This design comes from an exercise in tuning for small area and a short achievable clock period on the open sky130 flow, not from production work. The RTL was checked by simulation tests, not by an equivalence proof against the original design. No activity file was given, so power comes from the tool's default toggle rates.

== build 74 ==
==> flow/design.v (excerpt) <==
module crash_detection #(
        parameter int HISTORY_LEN = 16   
    )(
        input   logic           clk,
        input   logic           arst_n,
        input   logic           i_state_rst,
        input   logic           i_sensors_valid,
        input   logic [15:0]    i_gps,
        input   logic [15:0]    i_accel_z,
        input   logic [15:0]    i_accel_y,
        input   logic [15:0]    i_accel_x,
        input   logic [15:0]    i_gyro_z,
        input   logic [15:0]    i_gyro_y,
        input   logic [15:0]    i_gyro_x,
        input   logic [15:0]    i_delta,
        input   logic [31:0]    ireg_speed_threshold,
        input   logic [31:0]    ireg_non_fatal_accel_threshold,
        input   logic [31:0]    ireg_fatal_accel_threshold,
        input   logic [31:0]    ireg_angle_threshold,
        input   logic [31:0]    ireg_angle_in_motion_threshold,
        input   logic [31:0]    ireg_angular_speed_threshold,
        output  logic [1:0]     o_state,
        output  logic           o_non_fatal_intr,
        output  logic           o_fatal_intr
    );
    logic [4:0] cnt;
    always_ff @(posedge clk or negedge arst_n) begin
  ...
export LEC_CHECK = 0
export CAP_MARGIN = 20
export CORE_MARGIN = 2
export CORE_UTILIZATION = 45
export PLACE_DENSITY = 0.6
export SLEW_MARGIN = 20
create_clock -name core_clock -period 50.0 [get_ports {clk}]
standard.sh (not shown) runs the stock make flow with config.mk's settings and CLKGATE_MAP_FILE= SYNTH_SCRIPT=/design/flow/synth_recipe.tcl, a recipe that flattens the netlist after the stock synthesis.
==> flow/flow/run.sh <==
#!/bin/bash
# The standard layout with changes to how it is made:
#  - timing repair is asked to leave 37.75 ns of setup slack at the design's
#    50 ns clock, so that it works on the paths that set the achieved period;
#  - the port buffers that the standard flow inserts are buf_2 cells;
#  - the clock tree is built from clkbuf_8 cells, without dummy loads;
#  - the core is filled to 55% and placed at density 0.7.
# Clock, constraints and synthesis are unchanged.
set -o pipefail
bash standard.sh SETUP_SLACK_MARGIN=37.75 "BUFFER_PORTS_ARGS=-buffer_cell sky130_fd_sc_hd__buf_2" \
    "CTS_ARGS=-sink_clustering_enable -repair_clock_nets -buf_list sky130_fd_sc_hd__clkbuf_8 -dont_use_dummy_load" \
    CORE_UTILIZATION=55 PLACE_DENSITY=0.7 \
    finish 2>&1 | tee standard_run.log
The final layout from build 74, which completed every stage, passed the timing, DRC and antenna checks at the end of the flow.
Modified inputs, build 33 compared to build 74
==> flow/flow/run.sh <==
#!/bin/bash
# The standard layout with changes to how it is made:
#  - timing repair is asked to leave 37 ns of setup slack at the design's
#    50 ns clock, so that it works on the paths that set the achieved period;
#  - the port buffers that the standard flow inserts are buf_2 cells;
#  - the clock tree is built from clkbuf_8 cells, without dummy loads;
#  - repair stops fixing total negative slack after 10% of the endpoints.
# Clock, constraints and synthesis are unchanged.
set -o pipefail
bash standard.sh SETUP_SLACK_MARGIN=37 "BUFFER_PORTS_ARGS=-buffer_cell sky130_fd_sc_hd__buf_2" \
    "CTS_ARGS=-sink_clustering_enable -repair_clock_nets -buf_list sky130_fd_sc_hd__clkbuf_8 -dont_use_dummy_load" \
    TNS_END_PERCENT=10 finish 2>&1 | tee standard_run.log
--- outcome ---
Maximum fanout count along the critical path ends up higher on build 33.
Going from build 74 to build 33, post-CTS setup-driven buffer insertion count shrinks by 14.
Via count was higher in build 74 than in build 33.
Taking build 74 as the reference, in build 33 relative contribution of sequential cells to total power saw an increase, count of plain and timing-repair buffers now smaller, combined buffer and inverter count along the critical path now sits higher, final area lost about 1%, sum of internal, switching and leakage power now sits lower.
When build 33 is set beside build 74, its met1 demand-to-capacity share in global routing turns out to be 5.9 points smaller.
Hold slack: build 33 worse than build 74
Sum of net half-perimeters after detailed placement for build 33 is higher than for build 74.
Relative to build 33, the following input files were edited for build 32:
==> flow/flow/run.sh <==
#!/bin/bash
# The standard layout with changes to how it is made:
#  - timing repair is asked to leave 37.9 ns of setup slack at the design's
#    50 ns clock, so that it works on the paths that set the achieved period;
#  - the port buffers that the standard flow inserts are buf_2 cells;
#  - the clock tree is built from clkbuf_8 cells, without dummy loads;
#  - the core is filled to 55% and placed at density 0.7.
# Clock, constraints and synthesis are unchanged.
set -o pipefail
bash standard.sh SETUP_SLACK_MARGIN=37.9 "BUFFER_PORTS_ARGS=-buffer_cell sky130_fd_sc_hd__buf_2" \
    "CTS_ARGS=-sink_clustering_enable -repair_clock_nets -buf_list sky130_fd_sc_hd__clkbuf_8 -dont_use_dummy_load" \
    CORE_UTILIZATION=55 PLACE_DENSITY=0.7 \
    finish 2>&1 | tee standard_run.log
Findings:
- Comparing build 32 and build 33, setup slack on the worst flop-to-flop path is lower on build 33.
- Synthesized instance count came out exactly the same in build 32 and build 33.
- In the final design statistics, build 32 uses fewer standard cells in total than build 33.
- Number of antenna violations at the first check in global routing delta for build 32 relative to build 33: 10 lower
- Summary of build 32 over build 33: biggest cell delay along the critical path went up by 0.06 ns, data required time at the worst endpoint went up by 0.14 ns, worst-case reg-to-reg path depth decreased by 3 relative to the old numbers, number of buffers other than clock buffers in the final layout has increased, global-route usage went up.
- Measured against each other, build 32 and build 33 differ in part of the power in the clock network, the higher figure coming from build 33.
What build 87 does differently from build 32 at the input level:
==> flow/flow/run.sh <==
#!/bin/bash
# The standard layout with changes to how it is made:
#  - timing repair is asked to leave 37 ns of setup slack at the design's
#    50 ns clock, so that it works on the paths that set the achieved period;
#  - the port buffers that the standard flow inserts are buf_2 cells;
#  - the clock tree is built from clkbuf_8 cells.
# Clock, constraints and synthesis are unchanged.
set -o pipefail
bash standard.sh SETUP_SLACK_MARGIN=37 "BUFFER_PORTS_ARGS=-buffer_cell sky130_fd_sc_hd__buf_2" \
    CTS_BUF_LIST=sky130_fd_sc_hd__clkbuf_8 finish 2>&1 | tee standard_run.log
Findings:
Going from build 32 to build 87, worst-margin pin slew grows by 0.0040 ns. Power density over the cells (build 87 over build 32): increase, about 0.8%. Build 87 vs build 32 — worst slack after detailed placement dropped 0.40 ns. Taking build 32 as the reference point, the layout buffering overhead excluding clock cells of build 87 falls by 1.7 points.

==> static timing again, ports no longer ideal <==
How much do the figures lean on ideal ports? The routed layouts below were timed once more, with nothing changed but the port constraints. Step 1 (the two cells are an assumption about what drives the block):
set clk [get_ports {clk}]
set_driving_cell -lib_cell sky130_fd_sc_hd__clkbuf_16 $clk
set_driving_cell -lib_cell sky130_fd_sc_hd__buf_2 [delete_from_list [all_inputs] $clk]
Step 2 moves the port delays by t, midway between the first and last clock arrival at a register: inputs arrive t later, outputs are due t later. That takes back most of the time a late clock gives input paths. Three values: ideal ports, drivers, drivers and shift; two values: the first two.
run | shift t [ns] | slack for setup (ns) | worst hold slack (ns) | latest minus earliest clock arrival (ns) | worst slew at a driven data input, ns
build 74 | 0.842 | 37.729 / 37.780 / 36.939 | 0.377 / 0.377 / 0.377 | 0.099 / 0.099 | 0.10
build 33 | 0.837 | 37.145 / 37.203 / 36.367 | 0.362 / 0.362 / 0.362 | 0.116 / 0.115 | 0.16
build 32 | 0.832 | 37.857 / 37.822 / 36.990 | 0.353 / 0.353 / 0.353 | 0.103 / 0.103 | 0.16
build 87 | 0.868 | 37.218 / 37.271 / 36.403 | 0.396 / 0.396 / 0.396 | 0.054 / 0.054 | 0.13
After both steps setup and hold are still met in every run listed. The setup slack of build 32, which loses most, moves by -0.035 ns with the drivers and by -0.867 ns with both steps.
